What follows belongs to an exercise in optimizing a design on an open flow for small area; a production flow would make more cautious choices. Function was checked by simulation only, so behaviour that the tests miss may differ from the original. The clock port is modelled as an ideal driver, which makes a skipped or thinned clock tree look cheaper than it is; a real chip needs a root buffer or a tree. No activity file was given, so power comes from the tool's default toggle rates.

== before ==
==> flow/design.v <==
module VM(one_yuan, ten_yuan, clk, rst, cancel, buy_g1, buy_g2, on, occupy, get_good, ret_coin, good1, good2, AN, seg_out, status, reset);
input one_yuan;
input ten_yuan;
input clk;
input rst;
input cancel;
input buy_g1;
input buy_g2;
input reset;
output on;
output occupy;
output get_good;
output ret_coin;
output reg good1;
output reg good2;
output reg [7:0] AN;
output reg [7:0] seg_out;
output [3:0] status;
localparam S_off=4'd0, S0=4'd1, S1=4'd2, S2=4'd3, S3=4'd4, S4=4'd5, S5=4'd6, S6=4'd7, S_wait=4'd8;
reg [3:0] q;
wire [3:0] st = {q[3] & ~q[1] & ~q[0], q[2] & (~q[3] | q[1]), q[1], q[0] & ~(q[3] & q[2] & ~q[1])};
wire v = q[3] & (q[2:0] != 3'b000);
reg [2:0] s1, s2;         
reg jam;                  
reg [8:0] cnt;
wire op_start = cnt[0];
wire ptype = cnt[4];
reg [6:0] amt_q;
wire [7:0] amt = {amt_q[6] | amt_q[5], amt_q};
reg ce;                   
assign status = st;
wire in_w = st[3];
wire in_off = ~st[3] & (st[2:0] == 3'd0);
wire in_s0 = (st[2:0] == 3'd1);
wire in_s1 = (st[2:0] == 3'd2);
wire in_s2 = (st[2:0] == 3'd3);
wire in_s3 = (st[2:0] == 3'd4);
wire in_s4 = (st[2:0] == 3'd5);
wire in_s5 = (st[2:0] == 3'd6);
wire in_s6 = (st[2:0] == 3'd7);
assign on = ~(in_off | in_s0) | v;
assign occupy = ~(in_off | in_s0 | in_s1) | (in_s1 & v);
assign get_good = (in_s5 & v) | (in_w & ~v);
assign ret_coin = in_w & v;
wire s1z = (s1 == 0);
wire s2z = (s2 == 0);
wire ge5 = (|amt[7:3]) | (amt[2] & (amt[1] | amt[0]));
wire ge10 = (|amt[7:4]) | (amt[3] & (amt[2] | amt[1]));
wire ok1 = ge5 & ~s1z;
wire ok2 = ge10 & ~s2z;
wire done = cnt[8] & cnt[7] & cnt[5] & cnt[4] & cnt[3] & cnt[1] & cnt[0];
wire [8:0] cnt_step = {cnt[7:0], ~(cnt[8] ^ cnt[3])};
wire buy1 = ~jam & buy_g1 & (in_s2 | in_s4);
wire buy2 = ~jam & buy_g2 & (in_s3 | in_s4);
wire buy = buy1 | buy2;
wire pend = (in_s5 & ~v) | (in_s6 & v);
wire buy_cancel = buy & cancel;
reg [3:0] nst;
reg nv;
always @* begin
  if (in_w) begin
    nst = done ? (v ? S0 : S1) : S_wait;
    nv = v | done;
  end else
  case (st[2:0])
    3'd0: begin nst = rst ? S0 : S_off; nv = 1'b0; end
    3'd1: begin
      nst = op_start ? S1 : (rst ? S0 : S_off);
      nv = ~op_start;
    end
    3'd2: begin
      if (!rst || cancel) nst = S6;
      else if (ok1 && ok2) nst = S4;
      else if (ok1) nst = S2;
      else if (ok2) nst = S3;
      else nst = S1;
      nv = rst & ~cancel;
    end
    3'd3: begin
      if (cancel) nst = S6;
      else if (buy1) nst = S5;
      else if (!rst) nst = S6;
      else if (ok2) nst = S4;
      else nst = S2;
      nv = buy_cancel;
    end
    3'd4: begin
      if (cancel) nst = S6;
      else if (buy2) nst = S5;
      else if (!rst) nst = S6;
      else nst = S3;
      nv = buy_cancel;
    end
    3'd5: begin
      if (cancel) nst = S6;
      else if (buy) nst = S5;
      else if (!rst) nst = S6;
      else nst = S4;
      nv = buy_cancel;
    end
    3'd6: begin
      nst = (buy_g1 && buy_g2) ? S5 : S_wait;
      nv = buy_g1 & buy_g2;
    end
    default: begin nst = S_wait; nv = 1'b1; end
  endcase
end
always @(posedge clk)
  cnt <= (in_w && !done) ? cnt_step : {4'b0111, buy1, 3'b111, in_s0 & (op_start | (amt != 0))};
always @(posedge clk) begin
  if (reset) begin
    q <= 4'b0000;
    s1 <= 3'd5;
    s2 <= 3'd5;
    jam <= 1'b0;
    good1 <= 1'b0;
    good2 <= 1'b0;
  end else begin
    if (nst == S_wait) q <= {1'b1, nv, 2'b00};
    else if (nst == S_off) q <= {nv, nv, 1'b0, nv};
    else if (nst == S2 || nst == S3 || nst == S4) q <= nst;
    else q <= {nv, nst[2:0]};
    s1 <= s1 - buy1;
    s2 <= s2 - buy2;
    if (buy_cancel) jam <= 1'b1;
    good1 <= in_s2 | in_s4 | (in_s5 & good1) | (in_w & ~v & (done ? good1 : ok1));
    good2 <= in_s3 | in_s4 | (in_s5 & good2) | (in_w & ~v & (done ? good2 : ok2));
  end
end
wire le28 = ~(|amt[7:5]) & ~(amt[4] & amt[3] & amt[2] & (amt[1] | amt[0]));
wire le10 = ~(|amt[7:4]) & ~(amt[3] & (amt[2] | (amt[1] & amt[0])));
wire add2 = !ce && one_yuan && le28;
wire add20 = !ce && !one_yuan && ten_yuan && le10;
wire [7:0] amt_p2 = {3'b000, amt[4:1] + 4'd1, amt[0]};
wire [7:0] amt_p20 = {4'b0001, amt[3:2] + 2'd1, amt[1:0]};
wire [7:0] amt_sub = amt - (ptype ? 8'd5 : 8'd10);
always @(posedge clk) begin
  if (reset) begin
    amt_q <= 7'd0;
    ce <= 1'b0;
  end else begin
    ce <= one_yuan | ten_yuan;
    if (!rst || cancel) amt_q <= 7'd0;
    else if (pend) amt_q <= amt_sub[6:0];
    else if (add2) amt_q <= amt_p2[6:0];
    else if (add20) amt_q <= amt_p20[6:0];
  end
end
reg [6:0] div;            
wire div_jump = (div[5:0] == 6'b011100);
reg [2:0] sp;
reg [3:0] r;
wire [4:0] data_q = {r[0] & ~(r[1] ^ r[2]), r[2] & r[1], r[2:0]};
wire [4:0] cq = {r[3], r[2] & r[1], r[2:0]};
reg [4:0] code;
always @(posedge clk) begin
  if (reset) begin
    div <= 7'd115;
    sp <= 3'd7;
    r <= 4'b1111;
  end else begin
    div <= {div[5:0], ~(div[6] ^ div[0]) ^ div_jump};
    if (div_jump) sp <= sp + 3'd1;
    r <= {code[4], (sp <= 3'd1) ? code[2:0] : dl};
  end
end
wire hi = (|amt[7:5]) | (amt[4] & (amt[3] | amt[2]));
wire [4:0] dig = hi ? amt[5:1] - 5'd10 : amt[5:1];
always @* begin
  if (!rst) AN = 8'h00;
  else if (occupy)
    case (sp)
      3'd0: AN = 8'b11111110;
      3'd1: AN = 8'b11111101;
      3'd2: AN = 8'b11111011;
      default: AN = 8'hff;
    endcase
  else
    case (sp)
      3'd0: AN = 8'b11110111;
      3'd1: AN = 8'b11101111;
      3'd2: AN = 8'b11011111;
      3'd3: AN = 8'b10111111;
      3'd4: AN = 8'b01111111;
      default: AN = 8'hff;
    endcase
end
wire dig_ok = ~dig[3] | ~(dig[2] | dig[1]) | (&dig);
reg [2:0] dl;
always @* begin
  code = 5'b11111;
  dl = 3'b111;
  if (rst) begin
    if (!occupy) begin
      case (sp)
        3'd0: code = 5'b10000;                  
        3'd1, 3'd2: code = 5'b11110;            
        3'd3: code = 5'b11011;                  
        3'd4: code = 5'b11100;                  
        default:
          case (r[2:0])
            3'b010: code = 5'b11110;
            3'b011: code = 5'b11011;
            3'b100: code = 5'b11100;
            default: code = 5'b11111;
          endcase
      endcase
      dl = (sp <= 3'd4) ? sp : r[2:0];
    end else begin
      case (sp)
        3'd0: code = {2'b10, amt[0], 1'b0, amt[0]};
        3'd1: code = dig_ok ? dig : cq;
        3'd2: code = hi ? 5'b10001 : 5'b11111;
        default: code = data_q;
      endcase
      dl = (sp == 3'd2) ? code[2:0] : r[2:0];
    end
  end
end
always @* begin
  seg_out[7] = code[4];
  case (code[3:0])
    4'd0: seg_out[6:0] = 7'b1000000;
    4'd1: seg_out[6:0] = 7'b1111001;
    4'd2: seg_out[6:0] = 7'b0100100;
    4'd3: seg_out[6:0] = 7'b0110000;
    4'd4: seg_out[6:0] = 7'b0011001;
    4'd5: seg_out[6:0] = 7'b0010010;
    4'd6: seg_out[6:0] = 7'b0000010;
    4'd7: seg_out[6:0] = 7'b1111000;
    4'd8: seg_out[6:0] = 7'b0000000;
    4'd9: seg_out[6:0] = 7'b0010000;
    4'd10: seg_out[6:0] = 7'b0000110;    
    4'd11: seg_out[6:0] = 7'b0000110;
    4'd12: seg_out[6:0] = 7'b0001001;
    4'd13: seg_out[6:0] = 7'b0010011;
    4'd14: seg_out[6:0] = 7'b1000111;
    default: seg_out[6:0] = 7'b1111111;
  endcase
end
endmodule
clock: 10.0 ns
lec_check: 0
abc_area: 1
cap_margin: 20
core_margin: 2
core_utilization: 60
slew_margin: 20
standard.sh (not shown) runs the stock make flow with config.mk's settings and CLKGATE_MAP_FILE= SYNTH_SCRIPT=/design/flow/synth_recipe.tcl, a recipe that flattens the netlist after the stock synthesis.
==> flow/flow/run.sh <==
#!/bin/bash
# Layout flow: the standard synthesis, then the combinational logic between
# the registers is mapped again by ABC for area (registers, their names and cell
# types are untouched), then the standard ORFS layout with the smallest port
# buffers and a clock tree of one level of buffers (flow/cts_pre.tcl).
set -euo pipefail
W=$(pwd)
R=$W/orfs/results/$FLOW_PLATFORM/VM/base
L=$W/orfs/logs/$FLOW_PLATFORM/VM/base
LIB=$FLOW_HOME/platforms/sky130hd/lib/sky130_fd_sc_hd__tt_025C_1v80.lib

# 1. standard synthesis
bash standard.sh synth > $W/log_1_synth.log 2>&1

# 2. remap the combinational logic
cp $R/1_2_yosys.v $W/std_synth.v
python3 $W/flow/mkcells.py $LIB $W/std_synth.v $W/cells.v
DONTUSE=$(grep -o -- '-dont_use [A-Za-z0-9_]*' $L/1_2_yosys.log | sort -u | tr '\n' ' ')
# ABC is run from NUM_CORES different random seeds in parallel; the netlist
# with the smallest cell area is kept.
NRUN=${NUM_CORES:-4}
for k in $(seq 1 $NRUN); do
  sed -e "s/@S1@/$k/" -e "s/@S2@/$((k + 10))/" -e "s/@S3@/$((k + 20))/" $W/flow/abc.script.in > $W/abc_$k.script
  cat > $W/resynth_$k.ys <<EOT
read_verilog $W/cells.v
read_verilog $W/std_synth.v
hierarchy -top $FLOW_TOP
flatten
hierarchy -top $FLOW_TOP
rename -hide w:*.*
techmap
opt -fast
opt_clean -purge
stat -liberty $LIB
abc -liberty $LIB $DONTUSE -script $W/abc_$k.script
splitnets
opt_clean -purge
hilomap -singleton -hicell sky130_fd_sc_hd__conb_1 HI -locell sky130_fd_sc_hd__conb_1 LO
insbuf -buf sky130_fd_sc_hd__buf_4 A X
tee -o $W/resynth_$k.stat stat -liberty $LIB
check
write_verilog -noattr -noexpr -nohex -nodec $W/resynth_$k.v
EOT
  yosys -l $W/log_2_resynth_$k.log $W/resynth_$k.ys > /dev/null 2>&1 &
done
wait
BEST=""
BESTA=""
for k in $(seq 1 $NRUN); do
  A=$(grep 'Chip area' $W/resynth_$k.stat | awk '{print $NF}' || true)
  echo "resynth $k: area $A" >> $W/log_2_resynth_pick.log
  if [[ -n "$A" && -s $W/resynth_$k.v ]]; then
    if [[ -z "$BESTA" ]] || awk -v a="$A" -v b="$BESTA" 'BEGIN { exit !(a < b) }'; then
      BEST=$k
      BESTA=$A
    fi
  fi
done
echo "picked $BEST ($BESTA)" >> $W/log_2_resynth_pick.log
cp $W/resynth_$BEST.v $W/resynth.v
cp $W/resynth.v $R/1_2_yosys.v
rm -f $R/1_synth.odb $R/1_synth.sdc
touch $R/1_2_yosys.v

# 3. layout
export FLOW_CLOCK_BUFFER=sky130_fd_sc_hd__clkbuf_16
export FLOW_CLOCK_GROUPS=2
bash standard.sh \
  "BUFFER_PORTS_ARGS=-buffer_cell sky130_fd_sc_hd__buf_1" \
  "PRE_CTS_TCL=$W/flow/cts_pre.tcl" \
  finish > $W/log_3_layout.log 2>&1
==> flow/flow/abc.script.in <==
&get -n
&deepsyn -T 60 -S @S1@
&put
dch -f
amap
&get -n
&deepsyn -T 60 -S @S2@
&put
dch -f
amap
&get -n
&deepsyn -T 60 -S @S3@
&put
dch -f
amap
Other scripts of this flow, unchanged in this note and not shown: flow/flow/cts_pre.tcl, flow/flow/mkcells.py
The inputs of after differ from those of before as listed below.
==> flow/flow/run.sh <==
#!/bin/bash
# Layout flow: the standard synthesis, then the combinational logic between
# the registers is mapped again by ABC for area (registers, their names and cell
# types are untouched), then the standard ORFS layout with the smallest port
# buffers and a clock tree of one level of buffers (flow/cts_pre.tcl).
set -euo pipefail
W=$(pwd)
R=$W/orfs/results/$FLOW_PLATFORM/VM/base
L=$W/orfs/logs/$FLOW_PLATFORM/VM/base
LIB=$FLOW_HOME/platforms/sky130hd/lib/sky130_fd_sc_hd__tt_025C_1v80.lib

# 1. standard synthesis
bash standard.sh synth > $W/log_1_synth.log 2>&1

# 2. remap the combinational logic
cp $R/1_2_yosys.v $W/std_synth.v
python3 $W/flow/mkcells.py $LIB $W/std_synth.v $W/cells.v
DONTUSE=$(grep -o -- '-dont_use [A-Za-z0-9_]*' $L/1_2_yosys.log | sort -u | tr '\n' ' ')
cat > $W/resynth.ys <<EOT
read_verilog $W/cells.v
read_verilog $W/std_synth.v
hierarchy -top $FLOW_TOP
flatten
hierarchy -top $FLOW_TOP
rename -hide w:*.*
techmap
opt -fast
opt_clean -purge
stat -liberty $LIB
abc -liberty $LIB $DONTUSE -script $W/flow/abc.script
splitnets
opt_clean -purge
hilomap -singleton -hicell sky130_fd_sc_hd__conb_1 HI -locell sky130_fd_sc_hd__conb_1 LO
insbuf -buf sky130_fd_sc_hd__buf_4 A X
stat -liberty $LIB
check
write_verilog -noattr -noexpr -nohex -nodec $W/resynth.v
EOT
yosys -l $W/log_2_resynth.log $W/resynth.ys > /dev/null 2>&1
cp $W/resynth.v $R/1_2_yosys.v
rm -f $R/1_synth.odb $R/1_synth.sdc
touch $R/1_2_yosys.v

# 3. layout
export FLOW_CLOCK_BUFFER=sky130_fd_sc_hd__clkbuf_16
export FLOW_CLOCK_GROUPS=2
bash standard.sh \
  "BUFFER_PORTS_ARGS=-buffer_cell sky130_fd_sc_hd__buf_1" \
  "PRE_CTS_TCL=$W/flow/cts_pre.tcl" \
  finish > $W/log_3_layout.log 2>&1
==> flow/flow/abc.script (new file) <==
&get -n
&deepsyn -T 60
&put
dch -f
amap
&get -n
&deepsyn -T 60
&put
dch -f
amap
&get -n
&deepsyn -T 60
&put
dch -f
amap
removed: flow/flow/abc.script.in
## What came out
after against before: largest net degree at the start of global routing went down by 1; worst setup slack went down by 0.056 ns; total power went up by about 7%; count of multi-input combinational gates went up by 15.
In every run of this note, the design's own scripts or RTL, not TritonCTS, make the clock network.

-- afterwards: timing with drivers on the ports --
The flow's constraints put no driver on any port. The routed layouts listed below were extracted and timed again, unchanged, in two steps. Step 1: set_driving_cell puts a clkbuf_16 on clk and a buf_2 on each other input, an assumption about the parent block. Step 2 times the ports against the registers' clock, not the clock port: input delays grow and output delays shrink by t, the midpoint of the rising clock arrivals with the driver on. a / b / c = ideal ports / drivers / drivers and shift; a / b = the first two.
| run | t, ns | slack for setup (ns) | hold slack, ns |
|---|---|---|---|
| before | 0.193 | 3.446 / 3.405 / 3.405 | 0.426 / 0.426 / 0.426 |
| after | 0.198 | 3.391 / 3.343 / 3.540 | 0.443 / 0.443 / 0.443 |
After both steps setup and hold are still met in every run listed. The setup slack of before, which loses most, moves by -0.041 ns with the drivers and by -0.041 ns with both steps.
